What follows belongs to an exercise in optimizing a design on an open flow for small area, a short achievable clock period and few clock cycles per item; a production flow would make more cautious choices.
At most, simulation tests tie the RTL to the original design; equivalence was not proved.
Power is estimated from default activity; no workload was simulated.

AL:
==> flow/design.v <==
module huffman(clk, reset, gray_data, gray_valid, CNT_valid, CNT1, CNT2, CNT3, CNT4, CNT5, CNT6,
    code_valid, HC1, HC2, HC3, HC4, HC5, HC6, M1, M2, M3, M4, M5, M6);
input clk;
input reset;
input gray_valid;
input [7:0] gray_data;
output reg CNT_valid;
output [7:0] CNT1, CNT2, CNT3, CNT4, CNT5, CNT6;
output reg code_valid;
output [7:0] HC1, HC2, HC3, HC4, HC5, HC6;
output [7:0] M1, M2, M3, M4, M5, M6;
reg idle, counting, build;    
reg [5:0] sel;
reg [6:0] w[0:5];
reg [2:0] pos[0:5];
reg [4:0] hc[0:5];
reg [4:0] m[0:5];
reg par;         
reg merged;      
reg chk;         
reg comb;        
reg [3:1] pend;  
reg [2:0] ncomb;
integer i;
function lt7(input [6:0] x, input [6:0] z);
	reg [6:0] l, e;
	reg l65, e65, l43, e43, l21, e21, l6to3, e6to3, l2to0;
	begin
		l = ~x & z;
		e = ~(x ^ z);
		l65 = l[6] | (e[6] & l[5]);
		e65 = e[6] & e[5];
		l43 = l[4] | (e[4] & l[3]);
		e43 = e[4] & e[3];
		l21 = l[2] | (e[2] & l[1]);
		e21 = e[2] & e[1];
		l6to3 = l65 | (e65 & l43);
		e6to3 = e65 & e43;
		l2to0 = l21 | (e21 & l[0]);
		lt7 = l6to3 | (e6to3 & l2to0);
	end
endfunction
function [6:0] add7(input [6:0] x, input [6:0] z);
	reg [6:0] g, p, c;
	reg g10, g32, p32, g54, p54;
	begin
		g = x & z;
		p = x ^ z;
		g10 = g[1] | (p[1] & g[0]);
		g32 = g[3] | (p[3] & g[2]);
		p32 = p[3] & p[2];
		g54 = g[5] | (p[5] & g[4]);
		p54 = p[5] & p[4];
		c[0] = 1'b0;
		c[1] = g[0];
		c[2] = g10;
		c[3] = g[2] | (p[2] & g10);
		c[4] = g32 | (p32 & g10);
		c[5] = g[4] | (p[4] & c[4]);
		c[6] = g54 | (p54 & c[4]);
		add7 = p ^ c;
	end
endfunction
reg [6:0] cur, inc;
always @* begin
	cur = 7'd0;
	for (i = 0; i < 6; i = i + 1)
		cur = cur | ({7{sel[i]}} & w[i]);
	for (i = 0; i < 7; i = i + 1)
		inc[i] = cur[i] ^ (&(cur | ~((7'd1 << i) - 7'd1)));
end
reg [4:0] lt;
always @* begin
	for (i = 0; i < 5; i = i + 1)
		lt[i] = lt7(w[i], w[i + 1]);
end
wire in_order = ~|lt;
wire sorting = build && !merged;
wire last = comb && (ncomb == 3'd4);
wire [6:0] sum = add7(w[4], w[5]);
reg [4:0] swap;
always @* begin
	for (i = 0; i < 5; i = i + 1) begin
		if (sorting)
			swap[i] = lt[i] && (i[0] == par);
		else if (chk)
			swap[i] = (i == 4) && lt[4];
		else
			swap[i] = build && (i >= 1 && i <= 3) && pend[i] && (i == 3 || !pend[i + 1]);
	end
end
reg [3:1] pend_nx;
always @* begin
	if (chk) begin
		for (i = 1; i < 4; i = i + 1)
			pend_nx[i] = lt7(w[i], w[5]);
	end
	else
		pend_nx = pend & ~swap[3:1];
end
wire build_nx  = build ? !last : (counting && !gray_valid);
wire merged_nx = build && (merged || comb);
wire chk_nx    = build && comb;
wire comb_nx   = build_nx && (merged_nx ? (!chk_nx && pend_nx == 3'd0) : (build && in_order));
always @(posedge clk or posedge reset) begin
	if (reset) begin
		idle <= 1'b1;
		counting <= 1'b0;
		build <= 1'b0;
		sel <= 6'd0;
		CNT_valid <= 1'b0;
		code_valid <= 1'b0;
	end
	else begin
		idle <= idle ? !gray_valid : last;
		counting <= idle ? gray_valid : (counting && gray_valid);
		build <= build_nx;
		for (i = 0; i < 6; i = i + 1)
			sel[i] <= gray_valid && (gray_data[2:0] == i + 1);
		CNT_valid <= counting && !gray_valid;
		code_valid <= last;
	end
end
always @(posedge clk) begin
	par <= build && !par;
	merged <= merged_nx;
	chk <= chk_nx;
	comb <= comb_nx;
	pend <= pend_nx;
	if (!build)
		ncomb <= 3'd0;
	else if (comb)
		ncomb <= ncomb + 3'd1;
end
reg dn[0:5], up[0:5], hold[0:5];
always @* begin
	for (i = 0; i < 6; i = i + 1) begin
		dn[i] = (i > 0) && (comb ? (i < 5) : swap[i - 1]);
		up[i] = (i < 5) && !comb && swap[i];
		hold[i] = counting ? !sel[i] : (build && !comb && !(i < 5 && swap[i]) && !(i > 0 && swap[i - 1]));
	end
end
always @(posedge clk) begin
	for (i = 0; i < 6; i = i + 1)
		w[i] <= ({7{hold[i]}} & w[i])
		      | ({7{dn[i]}} & w[(i + 5) % 6])
		      | ({7{up[i]}} & w[(i + 1) % 6])
		      | ({7{counting && sel[i]}} & inc)
		      | ({7{comb && i == 5}} & sum)
		      | {7{comb && i == 0}};
end
reg [2:0] np[0:5];
always @* begin
	for (i = 0; i < 6; i = i + 1) begin
		if (comb)
			np[i] = (i >= 4) ? 3'd5 : i + 1;
		else if (i < 5 && swap[i])
			np[i] = i + 1;
		else if (i > 0 && swap[i - 1])
			np[i] = i - 1;
		else
			np[i] = i;
	end
end
always @(posedge clk) begin
	for (i = 0; i < 6; i = i + 1) begin
		if (!build) begin
			pos[i] <= i;
			hc[i] <= 5'd0;
			m[i] <= 5'd0;
		end
		else begin
			pos[i] <= np[pos[i]];
			if (comb && pos[i][2]) begin
				m[i] <= {m[i][3:0], 1'b1};
				if (pos[i][0])
					hc[i] <= hc[i] | ({m[i][3:0], 1'b1} & ~m[i]);
			end
		end
	end
end
assign CNT1 = {1'b0, w[0]};
assign CNT2 = {1'b0, w[1]};
assign CNT3 = {1'b0, w[2]};
assign CNT4 = {1'b0, w[3]};
assign CNT5 = {1'b0, w[4]};
assign CNT6 = {1'b0, w[5]};
assign HC1 = {3'b0, hc[0]};
assign HC2 = {3'b0, hc[1]};
assign HC3 = {3'b0, hc[2]};
assign HC4 = {3'b0, hc[3]};
assign HC5 = {3'b0, hc[4]};
assign HC6 = {3'b0, hc[5]};
assign M1 = {3'b0, m[0][4:1], 1'b1};
assign M2 = {3'b0, m[1][4:1], 1'b1};
assign M3 = {3'b0, m[2][4:1], 1'b1};
assign M4 = {3'b0, m[3][4:1], 1'b1};
assign M5 = {3'b0, m[4][4:1], 1'b1};
assign M6 = {3'b0, m[5][4:1], 1'b1};
endmodule
==> flow/config.mk <==
export PLATFORM = sky130hd
export DESIGN_NAME = huffman
export DESIGN_NICKNAME = huffman
export VERILOG_FILES = /design/flow/design.v
export SDC_FILE = /design/flow/constraint.sdc
export NUM_CORES = 4
export LEC_CHECK = 0
export CAP_MARGIN = 20
export CORE_MARGIN = 2
export CORE_UTILIZATION = 55
export CTS_BUF_LIST = sky130_fd_sc_hd__clkbuf_8
export CTS_CLUSTER_SIZE = 30
export SETUP_SLACK_MARGIN = 3.7
export SLEW_MARGIN = 20
export TNS_END_PERCENT = 10
==> flow/constraint.sdc <==
create_clock -name core_clock -period 6.0 [get_ports {clk}]
set_input_delay 1.2000 -clock core_clock [delete_from_list [all_inputs] [get_ports {clk}]]
set_output_delay 1.2000 -clock core_clock [all_outputs]
set_load 0.01 [all_outputs]
standard.sh (not shown) runs the stock make flow with config.mk's settings and CLKGATE_MAP_FILE= SYNTH_SCRIPT=/design/flow/synth_recipe.tcl, a recipe that flattens the netlist after the stock synthesis.
==> flow/flow/run.sh <==
#!/bin/bash
# Standard layout, with plain buffers (instead of the delay buffers buffer_ports picks by
# default) on the input and output ports.
set -euo pipefail
export BUFFER_PORTS_ARGS="-buffer_cell sky130_fd_sc_hd__buf_2"
bash standard.sh > standard_flow.log 2>&1
AL completed every stage of the flow, and the final layout passed the timing, design-rule and antenna checks.
Testbench counts of AL, summed over its fixed seeds: cycles 22,806, frames 192.
Modified inputs, PW compared to AL
-- flow/design.v --
<<< AL, line 24
integer i;
function lt7(input [6:0] x, input [6:0] z);
	reg [6:0] l, e;
	reg l65, e65, l43, e43, l21, e21, l6to3, e6to3, l2to0;
	begin
		l = ~x & z;
		e = ~(x ^ z);
		l65 = l[6] | (e[6] & l[5]);
		e65 = e[6] & e[5];
		l43 = l[4] | (e[4] & l[3]);
		e43 = e[4] & e[3];
		l21 = l[2] | (e[2] & l[1]);
		e21 = e[2] & e[1];
		l6to3 = l65 | (e65 & l43);
		e6to3 = e65 & e43;
		l2to0 = l21 | (e21 & l[0]);
		lt7 = l6to3 | (e6to3 & l2to0);
	end
endfunction
>>> PW, line 24
integer i;
function lt7(input [6:0] x, input [6:0] z);
	reg [6:0] l, g;
	reg l65, g65, l43, g43, l21, g21, l6to3, g6to3, l2to0;
	begin
		l = ~x & z;
		g = x & ~z;
		l65 = l[6] | (~g[6] & l[5]);
		g65 = g[6] | (~l[6] & g[5]);
		l43 = l[4] | (~g[4] & l[3]);
		g43 = g[4] | (~l[4] & g[3]);
		l21 = l[2] | (~g[2] & l[1]);
		g21 = g[2] | (~l[2] & g[1]);
		l6to3 = l65 | (~g65 & l43);
		g6to3 = g65 | (~l65 & g43);
		l2to0 = l21 | (~g21 & l[0]);
		lt7 = l6to3 | (~g6to3 & l2to0);
	end
endfunction
==> comparison <==
- Compared with AL, PW shows a lower depth of the worst hold-timing path.
- Power (lower): PW
- Relative to AL, final wirelength has decreased by 2.8% in PW.
- PW ends up with higher time the final worst path needs with I/O delays and setup than AL does.
- Looking at AL and PW, the clock insertion delay at the later pin of the skew report is a wash.
- Taking AL as the reference point, the cell count of PW falls by 29.
- Comparing PW with AL, the sum of overflow across all layers after global routing came out essentially unchanged.
- The synthesized cell count reported for PW is greater than that of AL by about 0.8%.
- For AL, the main combinational cell family by area after synthesis was compound AO/OA/AOI/OAI gates, unlike PW, where it was simple AND/OR/NAND/NOR gates.
- The global-route wire length before repair on AL is in line with that on PW.
- Cmp AL and PW / utilization / higher: AL
Only the layout flow was run in PW; the RTL was not checked for function there.

---

Setup of run R:
huffman, a different RTL version from the one above (not shown whole).
For scale: roughly 1100 cells after synthesis, ~160 I/O pins, roughly 9000 um^2 of cells after synthesis.
==> module huffman, before the edit <==
module huffman(clk, reset, gray_data, gray_valid, CNT_valid, CNT1, CNT2, CNT3, CNT4, CNT5, CNT6,
    code_valid, HC1, HC2, HC3, HC4, HC5, HC6, M1, M2, M3, M4, M5, M6);
input clk;
input reset;
input gray_valid;
input [7:0] gray_data;
output reg CNT_valid;
output [7:0] CNT1, CNT2, CNT3, CNT4, CNT5, CNT6;
output reg code_valid;
output [7:0] HC1, HC2, HC3, HC4, HC5, HC6;
output [7:0] M1, M2, M3, M4, M5, M6;
reg [1:0] st;
reg [5:0] sel;
reg [6:0] w[0:5];
reg [2:0] pos[0:5];
reg [4:0] hc[0:5];
reg [4:0] m[0:5];
reg par;         
reg merged;      
reg srt;         
reg chk;         
reg [3:1] pend;  
reg [2:0] ncomb;
integer i;
function lt7(input [6:0] x, input [6:0] z);
	reg [6:0] l, e;
	reg l65, e65, l43, e43, l21, e21, l6to3, e6to3, l2to0;
	begin
		l = ~x & z;
		e = ~(x ^ z);
		l65 = l[6] | (e[6] & l[5]);
		e65 = e[6] & e[5];
		l43 = l[4] | (e[4] & l[3]);
		e43 = e[4] & e[3];
		l21 = l[2] | (e[2] & l[1]);
		e21 = e[2] & e[1];
		l6to3 = l65 | (e65 & l43);
		e6to3 = e65 & e43;
		l2to0 = l21 | (e21 & l[0]);
		lt7 = l6to3 | (e6to3 & l2to0);
	end
endfunction
function [6:0] add7(input [6:0] x, input [6:0] z);
	reg [6:0] g, p, c;
	reg g10, g32, p32, g54, p54;
	begin
		g = x & z;
		p = x ^ z;
		g10 = g[1] | (p[1] & g[0]);
		g32 = g[3] | (p[3] & g[2]);
		p32 = p[3] & p[2];
		g54 = g[5] | (p[5] & g[4]);
		p54 = p[5] & p[4];
		c[0] = 1'b0;
		c[1] = g[0];
		c[2] = g10;
		c[3] = g[2] | (p[2] & g10);
		c[4] = g32 | (p32 & g10);
		c[5] = g[4] | (p[4] & c[4]);
		c[6] = g54 | (p54 & c[4]);
		add7 = p ^ c;
	end
endfunction
wire idle     = (st == 2'd0);
wire counting = (st == 2'd1);
wire build    = (st == 2'd2);
reg [6:0] cur, inc;
always @* begin
	cur = 7'd0;
	for (i = 0; i < 6; i = i + 1)
		cur = cur | ({7{sel[i]}} & w[i]);
	for (i = 0; i < 7; i = i + 1)
		inc[i] = cur[i] ^ (&(cur | ~((7'd1 << i) - 7'd1)));
end
reg [4:0] lt;
always @* begin
	for (i = 0; i < 5; i = i + 1)
		lt[i] = lt7(w[i], w[i + 1]);
end
wire in_order = ~|lt;
wire comb = build && (merged ? (!chk && pend == 3'd0) : srt);
wire last = comb && (ncomb == 3'd4);
wire [6:0] sum = add7(w[4], w[5]);
reg [4:0] swap;
always @* begin
	for (i = 0; i < 5; i = i + 1) begin
		if (!build)
			swap[i] = 1'b0;
		else if (!merged)
			swap[i] = lt[i] && (i[0] == par);
		else if (chk)
			swap[i] = (i == 4) && lt[4];
		else
			swap[i] = (i >= 1 && i <= 3) && pend[i] && (i == 3 || !pend[i + 1]);
	end
end
reg [2:0] np[0:5];
always @* begin
	for (i = 0; i < 6; i = i + 1) begin
		if (comb)
			np[i] = (i >= 4) ? 3'd5 : i + 1;
		else if (i < 5 && swap[i])
			np[i] = i + 1;
		else if (i > 0 && swap[i - 1])
			np[i] = i - 1;
		else
			np[i] = i;
	end
end
always @(posedge clk or posedge reset) begin
	if (reset) begin
		st <= 2'd0;
		sel <= 6'd0;
		CNT_valid <= 1'b0;
		code_valid <= 1'b0;
	end
	else begin
		if (idle)
			st <= gray_valid ? 2'd1 : 2'd0;
		else if (counting)
			st <= gray_valid ? 2'd1 : 2'd2;
		else if (last)
			st <= 2'd0;
		for (i = 0; i < 6; i = i + 1)
			sel[i] <= gray_valid && (gray_data[2:0] == i + 1);
		CNT_valid <= counting && !gray_valid;
		code_valid <= last;
	end
end
always @(posedge clk) begin
	if (!build) begin
		par <= 1'b0;
		merged <= 1'b0;
		srt <= 1'b0;
		chk <= 1'b0;
		ncomb <= 3'd0;
	end
	else begin
		par <= ~par;
		srt <= in_order;
		chk <= comb;
		if (comb) begin
			merged <= 1'b1;
			ncomb <= ncomb + 3'd1;
		end
	end
	if (chk) begin
		for (i = 1; i < 4; i = i + 1)
			pend[i] <= lt7(w[i], w[5]);
	end
	else
		pend <= pend & ~swap[3:1];
end
always @(posedge clk) begin
	for (i = 0; i < 6; i = i + 1) begin
		if (idle)
			w[i] <= 7'd0;
		else if (counting) begin
			if (sel[i])
				w[i] <= inc;
		end
		else if (i > 0 && (comb ? i < 5 : swap[i - 1]))
			w[i] <= w[i - 1];
		else if (i < 5 && swap[i])
			w[i] <= w[i + 1];
		else if (comb)
			w[i] <= (i == 0) ? 7'd127 : sum;
	end
end
always @(posedge clk) begin
	for (i = 0; i < 6; i = i + 1) begin
		if (!build) begin
			pos[i] <= i;
			hc[i] <= 5'd0;
			m[i] <= 5'd0;
		end
		else begin
			pos[i] <= np[pos[i]];
			if (comb && pos[i][2]) begin
				m[i] <= {m[i][3:0], 1'b1};
				if (pos[i][0])
					hc[i] <= hc[i] | ({m[i][3:0], 1'b1} & ~m[i]);
			end
		end
	end
end
assign CNT1 = {1'b0, w[0]};
assign CNT2 = {1'b0, w[1]};
assign CNT3 = {1'b0, w[2]};
assign CNT4 = {1'b0, w[3]};
assign CNT5 = {1'b0, w[4]};
assign CNT6 = {1'b0, w[5]};
assign HC1 = {3'b0, hc[0]};
assign HC2 = {3'b0, hc[1]};
assign HC3 = {3'b0, hc[2]};
assign HC4 = {3'b0, hc[3]};
assign HC5 = {3'b0, hc[4]};
assign HC6 = {3'b0, hc[5]};
assign M1 = {3'b0, m[0][4:1], 1'b1};
assign M2 = {3'b0, m[1][4:1], 1'b1};
assign M3 = {3'b0, m[2][4:1], 1'b1};
assign M4 = {3'b0, m[3][4:1], 1'b1};
assign M5 = {3'b0, m[4][4:1], 1'b1};
assign M6 = {3'b0, m[5][4:1], 1'b1};
endmodule
clock: 6.0 ns
lec_check: 0
cap_margin: 20
core_margin: 2
core_utilization: 40
setup_slack_margin: 3.7
slew_margin: 20
tns_end_percent: 10
Scripts as last shown in full above: flow/flow/run.sh
For run D, these inputs were changed with respect to run R:
--- a/flow/design.v
+++ b/flow/design.v
@@ -40,25 +40,20 @@
 		lt7 = l6to3 | (e6to3 & l2to0);
 	end
 endfunction
 function [6:0] add7(input [6:0] x, input [6:0] z);
+	integer j, k;
 	reg [6:0] g, p, c;
-	reg g10, g32, p32, g54, p54;
+	reg gg;
 	begin
 		g = x & z;
 		p = x ^ z;
-		g10 = g[1] | (p[1] & g[0]);
-		g32 = g[3] | (p[3] & g[2]);
-		p32 = p[3] & p[2];
-		g54 = g[5] | (p[5] & g[4]);
-		p54 = p[5] & p[4];
-		c[0] = 1'b0;
-		c[1] = g[0];
-		c[2] = g10;
-		c[3] = g[2] | (p[2] & g10);
-		c[4] = g32 | (p32 & g10);
-		c[5] = g[4] | (p[4] & c[4]);
-		c[6] = g54 | (p54 & c[4]);
+		for (j = 0; j < 7; j = j + 1) begin
+			gg = 1'b0;
+			for (k = 0; k < j; k = k + 1)
+				gg = g[k] | (p[k] & gg);
+			c[j] = gg;
+		end
 		add7 = p ^ c;
 	end
 endfunction
 wire idle     = (st == 2'd0);
Results
Delta (run D minus run R): detailed-route via count went down by 11%; global-route usage saw a decrease; final cycle utilization of the critical path increased 5.4 points. Going from run R to run D, area inside the core boundary saw a decrease, fmax saw a decrease. Run D has completed all stages; timing, DRC and antenna checks passed. Run R reports its highest routed metal layer as met5 while run D reports met4. Looking at start point of the critical path, the st[1]$_DFFE_PP0P_ result is from run R; the w[4][0]$_SDFFE_PP0P_ one comes from run D.
No run of this note included a check of the RTL's function; only the layout flow was run.

-- afterwards: timing with drivers on the ports --
How much do the figures lean on ideal ports? The routed layouts below were timed once more, with nothing changed but the port constraints.
Step 1 assumes that a clkbuf_16 drives the clock port and a buf_2 every other input.
Step 2 moves the port delays by t, midway between the first and last clock arrival at a register: inputs arrive t later, outputs are due t later. That takes back most of the time a late clock gives input paths.
Three values: no drivers, after step 1, after step 2; two values: the first two.
| run | t, ns | setup WS [ns] | worst hold slack (ns) | clock arrival spread, ns | cell pins on the clock port's net |
|---|---|---|---|---|---|
| AL | 0.477 | 3.608 / 3.579 / 3.608 | 0.470 / 0.470 / 0.470 | 0.011 / 0.011 | 1 |
| PW | 0.484 | 3.332 / 3.332 / 3.332 | 0.454 / 0.454 / 0.454 | 0.012 / 0.011 | 1 |
| run R | 0.487 | 3.340 / 3.340 / 3.340 | 0.461 / 0.461 / 0.461 | 0.009 / 0.008 | 1 |
| run D | 0.479 | 3.014 / 3.014 / 3.014 | 0.444 / 0.444 / 0.444 | 0.014 / 0.014 | 1 |
After both steps setup and hold are still met in every run listed.
